From an optimization exercise on the open Yosys and OpenROAD flow, aimed at small area; shortcuts taken in it are not production practice.
Function was checked by simulation only, so behaviour that the tests miss may differ from the original.
No driver is modelled on the clock port, so clocking that relies on it looks cheaper here than on a real chip.
Power is estimated from default activity; no workload was simulated.

Setup of exp/indigo:
==> flow/design.v (excerpt) <==
module FSM_Fan(
    input i_clk,
    input i_reset,
    input [3:0] i_button,
    output o_motor,
    output [3:0] o_light,
    output [3:0] o_FND_Digit,
    output [7:0] o_FND_Font
    );
    wire [3:0] w_event;
    genvar g;
    generate
        for (g = 0; g < 4; g = g + 1) begin : deb
            reg         r_state;
            reg  [19:0] r_cnt;
            wire        en = i_button[g] ^ r_state;
            wire [20:0] c;
            wire [19:0] sum = r_cnt ^ c[19:0];
            assign c[0] = en;
            assign c[20:1] = r_cnt & c[19:0];
            wire        full = r_cnt[6] & r_cnt[9] & r_cnt[14] & ~|r_cnt[19:16];
            wire        flip = en & full;
            assign w_event[g] = flip & r_state;
            always @(posedge i_clk or posedge i_reset) begin
                if (i_reset) begin
                    r_state <= 1'b0;
                    r_cnt   <= 20'h10000;
                end else begin
                    r_state <= r_state ^ flip;
                    r_cnt   <= (sum & ~(20'h04241 & {20{flip}})) | {3'd0, flip, 16'd0};
                end
            end
        end
    endgenerate
    reg [1:0] r_stage, r_next;
    wire [3:0] w_own = 4'b0001 << r_next;
    wire [3:0] w_cand = w_event & ~w_own;
    wire [1:0] w_sel = w_cand[0] ? 2'd0 : w_cand[1] ? 2'd1 : w_cand[2] ? 2'd2 : 2'd3;
    always @(posedge i_clk or posedge i_reset) begin
        if (i_reset) begin
            r_stage <= 2'd0;
            r_next  <= 2'd0;
  ...
Size: roughly 310 cells after synthesis, about 110 flip-flops.
Settings: LEC_CHECK=0, CAP_MARGIN=0, CORE_MARGIN=2, CORE_UTILIZATION=60, SLEW_MARGIN=0; clock period 10.0 ns.
standard.sh (not shown) runs the stock make flow with config.mk's settings and CLKGATE_MAP_FILE= SYNTH_SCRIPT=/design/flow/synth_recipe.tcl, a recipe that flattens the netlist after the stock synthesis.
==> flow/flow/run.sh <==
#!/bin/bash
# The standard layout (standard.sh), with changes made through ORFS's own
# variables and hooks: the port buffers are sky130_fd_sc_hd__buf_1; clock
# tree synthesis inserts no dummy loads and builds the tree from clkbuf_4;
# after it, post_cts.tcl upsizes to clkbuf_8 the clock buffers whose
# estimated clock-pin slew is over LEAF_SLEW_PS, and swaps lightly loaded
# logic cells to their drive-strength-1 variants when those are smaller.
set -euo pipefail
export BUFFER_PORTS_ARGS="-buffer_cell sky130_fd_sc_hd__buf_1"
export CTS_ARGS="-sink_clustering_enable -repair_clock_nets -dont_use_dummy_load -buf_list sky130_fd_sc_hd__clkbuf_4"
export POST_CTS_TCL="$(pwd)/flow/post_cts.tcl"
export LEAF_SLEW_PS=115
bash standard.sh > standard.log 2>&1
==> flow/flow/post_cts.tcl <==
# Upsize to clkbuf_8 each clock buffer that drives flip-flops and whose
# estimated clock-pin slew is over LEAF_SLEW_PS, repeating until none is, then
# legalize the placement again. Before that, downsize lightly loaded logic.
set big [get_lib_cells sky130_fd_sc_hd__clkbuf_8]
set changed 1
while {$changed} {
  set changed 0
  estimate_parasitics -placement
  foreach net [get_nets clknet_*] {
    set worst 0
    set flops 0
    foreach pin [get_pins -of_objects $net -filter "direction == input"] {
      if {[get_property $pin name] eq "CLK"} { incr flops }
      foreach edge {rise fall} {
        foreach a {min max} {
          set s [sta::time_ui_sta [get_property $pin slew_${a}_$edge]]
          set worst [expr {max($worst, $s * 1e12)}]
        }
      }
    }
    set drv [get_cells -of_objects [get_pins -of_objects $net -filter "direction == output"]]
    puts "clock net [get_full_name $net]: [get_property $drv ref_name], $flops flip-flops, estimated slew [format %.1f $worst] ps"
    if {$flops > 0 && $worst > $::env(LEAF_SLEW_PS) && [get_property $drv ref_name] ne "sky130_fd_sc_hd__clkbuf_8"} {
      puts "upsizing [get_full_name $drv]"
      replace_cell $drv $big
      set changed 1
    }
  }
}
# Swap each logic cell that has a smaller variant of the same function
# (drive strength 1) and drives fewer than 8 pins to that variant.
foreach inst [get_cells *] {
  set ref [get_property $inst ref_name]
  if {![regexp {^(sky130_fd_sc_hd__[a-z0-9]+)_([0-9]+)$} $ref -> base drive]} { continue }
  if {$drive == 1 || [string match *clkbuf* $base] || [string match *df* $base]} { continue }
  set small [get_lib_cells -quiet ${base}_1]
  if {$small eq ""} { continue }
  if {[get_property $small area] >= [get_property [get_lib_cells $ref] area]} { continue }
  set loads 0
  foreach pin [get_pins -of_objects $inst -filter "direction == output"] {
    set net [get_nets -of_objects $pin]
    if {$net ne ""} { incr loads [llength [get_pins -of_objects $net -filter "direction == input"]] }
  }
  if {$loads >= 8} { continue }
  puts "downsizing [get_full_name $inst] from $ref to ${base}_1"
  replace_cell $inst $small
}

detailed_placement
check_placement -verbose
exp/indigo reached the end of the flow, and the finished layout is clean on the timing, design-rule and antenna checks.
[inputs] exp/lagoon vs exp/indigo
# exp/indigo
export LEC_CHECK = 0
export CAP_MARGIN = 0
export CORE_MARGIN = 2
export CORE_UTILIZATION = 60
export SLEW_MARGIN = 0
create_clock -name core_clock -period 10.0 [get_ports {i_clk}]
# exp/lagoon
export LEC_CHECK = 0
export CAP_MARGIN = 0
export CORE_MARGIN = 2
export CORE_UTILIZATION = 80
export SLEW_MARGIN = 0
create_clock -name core_clock -period 10.0 [get_ports {i_clk}]
-- flow/flow/run.sh --
<<< exp/indigo, line 9
export BUFFER_PORTS_ARGS="-buffer_cell sky130_fd_sc_hd__buf_1"
export CTS_ARGS="-sink_clustering_enable -repair_clock_nets -dont_use_dummy_load -buf_list sky130_fd_sc_hd__clkbuf_4"
export POST_CTS_TCL="$(pwd)/flow/post_cts.tcl"
>>> exp/lagoon, line 9
export BUFFER_PORTS_ARGS="-buffer_cell sky130_fd_sc_hd__buf_1"
export CTS_ARGS="-sink_clustering_enable -repair_clock_nets -dont_use_dummy_load -buf_list sky130_fd_sc_hd__clkbuf_4 -sink_clustering_size 12 -sink_clustering_max_diameter 40 -sink_clustering_buffer sky130_fd_sc_hd__clkbuf_4"
export POST_CTS_TCL="$(pwd)/flow/post_cts.tcl"
==> comparison <==
- exp/lagoon closes out successfully: all stages finished, all timing, DRC and antenna checks passed.
- The final reports for exp/lagoon and exp/indigo show total wire length higher in the former.
- exp/indigo has a lower global placer's final weighted congestion than exp/lagoon.
- From exp/indigo to exp/lagoon the numbers moved as follows: static leakage flat, combinational fraction of design power rose by 0.9 points, switching fraction of total power up 0.30 points, global-route usage over all layers climbed 8.8 points.
- Of exp/lagoon and exp/indigo, it is exp/lagoon that has the lower die outline width.
- Going from exp/indigo to exp/lagoon, final area moved down, ratio of total power to cell area level, area added between synthesis and finish moved down, count of placed standard cells in the final layout, fillers left out moved down.
The inputs of exp/nickel differ from those of exp/lagoon as listed below.
==> flow/flow/run.sh <==
#!/bin/bash
# The standard layout (standard.sh), with changes made through ORFS's own
# variables and hooks: the port buffers are sky130_fd_sc_hd__buf_1; clock
# tree synthesis inserts no dummy loads and builds the tree from clkbuf_4;
# after it, post_cts.tcl upsizes to clkbuf_8 the clock buffers whose
# estimated clock-pin slew is over LEAF_SLEW_PS.
set -euo pipefail
export BUFFER_PORTS_ARGS="-buffer_cell sky130_fd_sc_hd__buf_1"
export CTS_ARGS="-sink_clustering_enable -repair_clock_nets -dont_use_dummy_load -buf_list sky130_fd_sc_hd__clkbuf_4"
export POST_CTS_TCL="$(pwd)/flow/post_cts.tcl"
export LEAF_SLEW_PS=115
bash standard.sh > standard.log 2>&1
==> flow/flow/post_cts.tcl <==
# Upsize to clkbuf_8 each clock buffer that drives flip-flops and whose
# estimated clock-pin slew is over LEAF_SLEW_PS, repeating until none is, then
# legalize the placement again.
set big [get_lib_cells sky130_fd_sc_hd__clkbuf_8]
set changed 1
while {$changed} {
  set changed 0
  estimate_parasitics -placement
  foreach net [get_nets clknet_*] {
    set worst 0
    set flops 0
    foreach pin [get_pins -of_objects $net -filter "direction == input"] {
      if {[get_property $pin name] eq "CLK"} { incr flops }
      foreach edge {rise fall} {
        foreach a {min max} {
          set s [sta::time_ui_sta [get_property $pin slew_${a}_$edge]]
          set worst [expr {max($worst, $s * 1e12)}]
        }
      }
    }
    set drv [get_cells -of_objects [get_pins -of_objects $net -filter "direction == output"]]
    puts "clock net [get_full_name $net]: [get_property $drv ref_name], $flops flip-flops, estimated slew [format %.1f $worst] ps"
    if {$flops > 0 && $worst > $::env(LEAF_SLEW_PS) && [get_property $drv ref_name] ne "sky130_fd_sc_hd__clkbuf_8"} {
      puts "upsizing [get_full_name $drv]"
      replace_cell $drv $big
      set changed 1
    }
  }
}
detailed_placement
check_placement -verbose
==> comparison <==
Comparing exp/lagoon against exp/nickel, there is no change at all in first-pass GRT wire length.
Comparing exp/lagoon and exp/nickel, the lower layout-stage area growth over the synthesis result was measured on exp/lagoon.
Compared with exp/lagoon, exp/nickel shows a count of filler cells inserted in the layout that is 3 lower.
Design area: exp/lagoon vs exp/nickel, no meaningful difference
~same register area in exp/lagoon and exp/nickel
The number of global-route vias before repair was comparable across exp/lagoon and exp/nickel.
exp/nickel -> exp/lagoon: switching power as a share of total power flat
Summary of exp/nickel over exp/lagoon: number of max-slew violations in the final report flat; length of routed wiring on met1 flat.
Worst hold slack on exp/nickel is ahead of exp/lagoon.
In summary, exp/nickel completed successfully, with a layout that passed the timing, design-rule and antenna checks.
Inputs modified between exp/nickel and exp/pepper:
# exp/nickel
export LEC_CHECK = 0
export CAP_MARGIN = 0
export CORE_MARGIN = 2
export CORE_UTILIZATION = 80
export SLEW_MARGIN = 0
create_clock -name core_clock -period 10.0 [get_ports {i_clk}]
# exp/pepper
export LEC_CHECK = 0
export CAP_MARGIN = 0
export CORE_MARGIN = 2
export CORE_UTILIZATION = 90
export PLACE_DENSITY = 0.9
export SLEW_MARGIN = 0
create_clock -name core_clock -period 10.0 [get_ports {i_clk}]
-- flow/flow/run.sh --
<<< exp/nickel, line 5
# after it, post_cts.tcl upsizes to clkbuf_8 the clock buffers whose
# estimated clock-pin slew is over LEAF_SLEW_PS.
set -euo pipefail
>>> exp/pepper, line 5
# after it, post_cts.tcl upsizes to clkbuf_8 the clock buffers whose
# estimated clock-pin slew is over LEAF_SLEW_PS, and swaps lightly loaded
# logic cells to their drive-strength-1 variants when those are smaller.
set -euo pipefail
-- flow/flow/post_cts.tcl --
<<< exp/nickel, line 2
# estimated clock-pin slew is over LEAF_SLEW_PS, repeating until none is, then
# legalize the placement again.
set big [get_lib_cells sky130_fd_sc_hd__clkbuf_8]
>>> exp/pepper, line 2
# estimated clock-pin slew is over LEAF_SLEW_PS, repeating until none is, then
# legalize the placement again. Before that, downsize lightly loaded logic.
set big [get_lib_cells sky130_fd_sc_hd__clkbuf_8]
<<< exp/nickel, line 29
}
detailed_placement
>>> exp/pepper, line 29
}
# Swap each logic cell that has a smaller variant of the same function
# (drive strength 1) and drives fewer than 8 pins to that variant.
foreach inst [get_cells *] {
  set ref [get_property $inst ref_name]
  if {![regexp {^(sky130_fd_sc_hd__[a-z0-9]+)_([0-9]+)$} $ref -> base drive]} { continue }
  if {$drive == 1 || [string match *clkbuf* $base] || [string match *df* $base]} { continue }
  set small [get_lib_cells -quiet ${base}_1]
  if {$small eq ""} { continue }
  if {[get_property $small area] >= [get_property [get_lib_cells $ref] area]} { continue }
  set loads 0
  foreach pin [get_pins -of_objects $inst -filter "direction == output"] {
    set net [get_nets -of_objects $pin]
    if {$net ne ""} { incr loads [llength [get_pins -of_objects $net -filter "direction == input"]] }
  }
  if {$loads >= 8} { continue }
  puts "downsizing [get_full_name $inst] from $ref to ${base}_1"
  replace_cell $inst $small
}

detailed_placement
Notes after the runs:
exp/pepper terminated abnormally: global placement without I/O (3_1_place_gp_skip_io) reported GPL-0301. Cmp exp/pepper and exp/nickel / site row count / lower: exp/pepper. Overall die width shrinks by a few percent when moving from exp/nickel to exp/pepper. Starting density of the core (lower): exp/nickel. Taking exp/pepper over exp/nickel, the die span in y ratio works out to 0.946.


## north
Starting RTL as in the previous note.
==> flow/config.mk <==
export PLATFORM = sky130hd
export DESIGN_NAME = FSM_Fan
export DESIGN_NICKNAME = FSM_Fan
export VERILOG_FILES = /design/flow/design.v
export SDC_FILE = /design/flow/constraint.sdc
export NUM_CORES = 4
export LEC_CHECK = 0
export CAP_MARGIN = 0
export CORE_MARGIN = 2
export CORE_UTILIZATION = 80
export SLEW_MARGIN = 0
==> flow/constraint.sdc <==
create_clock -name core_clock -period 10.0 [get_ports {i_clk}]
set_input_delay 2.0000 -clock core_clock [delete_from_list [all_inputs] [get_ports {i_clk}]]
set_output_delay 2.0000 -clock core_clock [all_outputs]
set_load 0.01 [all_outputs]
==> flow/flow/run.sh <==
#!/bin/bash
# The standard layout (standard.sh), with changes made through ORFS's own
# variables and hooks: the port buffers are sky130_fd_sc_hd__buf_1; clock
# tree synthesis inserts no dummy loads and builds the tree from clkbuf_4;
# after it, post_cts.tcl upsizes to clkbuf_8 the clock buffers whose
# estimated clock-pin slew is over LEAF_SLEW_PS, and swaps lightly loaded
# logic cells to their drive-strength-1 variants when those are smaller.
set -euo pipefail
export BUFFER_PORTS_ARGS="-buffer_cell sky130_fd_sc_hd__buf_1"
export CTS_ARGS="-sink_clustering_enable -repair_clock_nets -dont_use_dummy_load -buf_list sky130_fd_sc_hd__clkbuf_4"
export POST_CTS_TCL="$(pwd)/flow/post_cts.tcl"
export LEAF_SLEW_PS=115
bash standard.sh > standard.log 2>&1
Other scripts of this flow, unchanged in this note and not shown: flow/flow/post_cts.tcl
north completed every stage of the flow, and the final layout passed the timing, design-rule and antenna checks.
[inputs] south vs north
--- a/flow/flow/run.sh
+++ b/flow/flow/run.sh
@@ -9,3 +9,3 @@
 export BUFFER_PORTS_ARGS="-buffer_cell sky130_fd_sc_hd__buf_1"
-export CTS_ARGS="-sink_clustering_enable -repair_clock_nets -dont_use_dummy_load -buf_list sky130_fd_sc_hd__clkbuf_4"
+export CTS_ARGS="-sink_clustering_enable -repair_clock_nets -dont_use_dummy_load -buf_list sky130_fd_sc_hd__clkbuf_4 -sink_clustering_size 10 -sink_clustering_max_diameter 30"
 export POST_CTS_TCL="$(pwd)/flow/post_cts.tcl"
--- outcome ---
Per the comparison of south with north, final area essentially unchanged; number of hold-slack violations in the final timing report essentially unchanged; core utilization essentially unchanged; fmax essentially unchanged; final total power essentially unchanged.
[compare] base=north new=south: proportion of power drawn by combinational gates shows no meaningful change; net load switching power flat.


## v36
FSM_Fan again, from the RTL that the note above started with.
==> flow/config.mk <==
export PLATFORM = sky130hd
export DESIGN_NAME = FSM_Fan
export DESIGN_NICKNAME = FSM_Fan
export VERILOG_FILES = /design/flow/design.v
export SDC_FILE = /design/flow/constraint.sdc
export NUM_CORES = 4
export LEC_CHECK = 0
export CAP_MARGIN = 20
export CORE_MARGIN = 2
export CORE_UTILIZATION = 80
export SLEW_MARGIN = 20
==> flow/constraint.sdc <==
create_clock -name core_clock -period 10.0 [get_ports {i_clk}]
set_input_delay 2.0000 -clock core_clock [delete_from_list [all_inputs] [get_ports {i_clk}]]
set_output_delay 2.0000 -clock core_clock [all_outputs]
set_load 0.01 [all_outputs]
==> flow/flow/run.sh <==
#!/bin/bash
# The standard layout (standard.sh), with two changes made through ORFS's own
# variables: the port buffers are sky130_fd_sc_hd__buf_1, and clock tree
# synthesis inserts no dummy loads and builds the tree from clkbuf_8.
set -euo pipefail
export BUFFER_PORTS_ARGS="-buffer_cell sky130_fd_sc_hd__buf_1"
export CTS_ARGS="-sink_clustering_enable -repair_clock_nets -dont_use_dummy_load -buf_list sky130_fd_sc_hd__clkbuf_8"
bash standard.sh > standard.log 2>&1
v36 | stages: all done | timing, DRC, antenna: all pass
Inputs modified between v36 and v28:
- swapping 20 for 0 in CAP_MARGIN
- swapping 20 for 0 in SLEW_MARGIN
==> flow/flow/run.sh <==
#!/bin/bash
# The standard layout (standard.sh), with changes made through ORFS's own
# variables and hooks: the port buffers are sky130_fd_sc_hd__buf_1; clock
# tree synthesis inserts no dummy loads and builds the tree from clkbuf_4;
# after it, post_cts.tcl upsizes to clkbuf_8 the clock buffers whose
# estimated clock-pin slew is over LEAF_SLEW_PS.
set -euo pipefail
export BUFFER_PORTS_ARGS="-buffer_cell sky130_fd_sc_hd__buf_1"
export CTS_ARGS="-sink_clustering_enable -repair_clock_nets -dont_use_dummy_load -buf_list sky130_fd_sc_hd__clkbuf_4"
export POST_CTS_TCL="$(pwd)/flow/post_cts.tcl"
export LEAF_SLEW_PS=78
bash standard.sh > standard.log 2>&1
==> flow/flow/post_cts.tcl (new file) <==
# Upsize clock leaf buffers whose estimated clock-pin slew is high, then
# legalize the placement again.
estimate_parasitics -placement
set big [get_lib_cells sky130_fd_sc_hd__clkbuf_8]
foreach net [get_nets clknet_*] {
  set worst 0
  foreach pin [get_pins -of_objects $net -filter "direction == input"] {
    foreach edge {rise fall} {
      foreach a {min max} {
        set s [sta::time_ui_sta [get_property $pin slew_${a}_$edge]]
        set worst [expr {max($worst, $s * 1e12)}]
      }
    }
  }
  set drv [get_cells -of_objects [get_pins -of_objects $net -filter "direction == output"]]
  if {$worst > $::env(LEAF_SLEW_PS)} {
    puts "upsizing [get_full_name $drv] (estimated slew [format %.1f $worst] ps)"
    replace_cell $drv $big
  }
}
detailed_placement
check_placement -verbose
- Wire length on met3 went down by more than 10% going from v36 to v28.
- Looking at v36 and v28, the power dissipated in the clock network is a wash.
- The largest net degree at the start of global routing was comparable across v36 and v28.
- v36 consumes more power than v28.
The inputs of v3 differ from those of v28 as listed below.
==> flow/flow/run.sh <==
#!/bin/bash
# The standard layout (standard.sh), with two changes made through ORFS's own
# variables: the port buffers are sky130_fd_sc_hd__buf_1, and clock tree
# synthesis inserts no dummy loads and builds the tree from clkbuf_8.
set -euo pipefail
export BUFFER_PORTS_ARGS="-buffer_cell sky130_fd_sc_hd__buf_1"
export CTS_ARGS="-sink_clustering_enable -repair_clock_nets -dont_use_dummy_load -buf_list sky130_fd_sc_hd__clkbuf_8"
bash standard.sh > standard.log 2>&1
removed: flow/flow/post_cts.tcl
Results
v28 completed end to end with timing, DRC and antenna clean.
v3 closes out successfully: all stages finished, all timing, DRC and antenna checks passed.
Delta (v3 minus v28): wire length has increased, total via count in the routed design has decreased, DRC violations left has remained practically unchanged, share of total power in combinational logic has remained practically unchanged.

==> re-timing with driven ports <==
The flow's constraints put no driver on any port. The routed layouts listed below were extracted and timed again, unchanged, in two steps.
Step 1, drivers: a clkbuf_16 drives i_clk and a buf_2 each remaining input, both assumed.
Step 2 also shifts input and output timing later by t, the mid clock arrival at the registers, as if the neighbouring blocks saw the same clock.
Slacks: ideal ports / drivers / drivers and shift; pairs: ideal ports / drivers.
run | t, ns | slack for setup (ns) | clock arrival spread, ns | worst data-port slew with drivers (ns)
exp/indigo | 0.453 | 4.465 / 4.460 / 4.007 | 0.025 / 0.026 | 0.04
exp/lagoon | 0.447 | 4.285 / 4.291 / 3.844 | 0.029 / 0.030 | 0.05
exp/nickel | 0.447 | 4.291 / 4.296 / 3.850 | 0.029 / 0.029 | 0.05
north | 0.447 | 4.285 / 4.291 / 3.844 | 0.029 / 0.030 | 0.05
south | 0.447 | 4.285 / 4.291 / 3.844 | 0.029 / 0.030 | 0.05
v36 | 0.378 | 4.185 / 4.190 / 3.812 | 0.032 / 0.033 | 0.04
v28 | 0.367 | 4.196 / 4.202 / 3.834 | 0.033 / 0.033 | 0.05
v3 | 0.376 | 4.208 / 4.213 / 3.837 | 0.033 / 0.032 | 0.04
After both steps every run listed still meets setup and hold. For exp/indigo, which loses most, drivers alone change the setup slack by -0.005 ns; drivers and shift together by -0.458 ns.
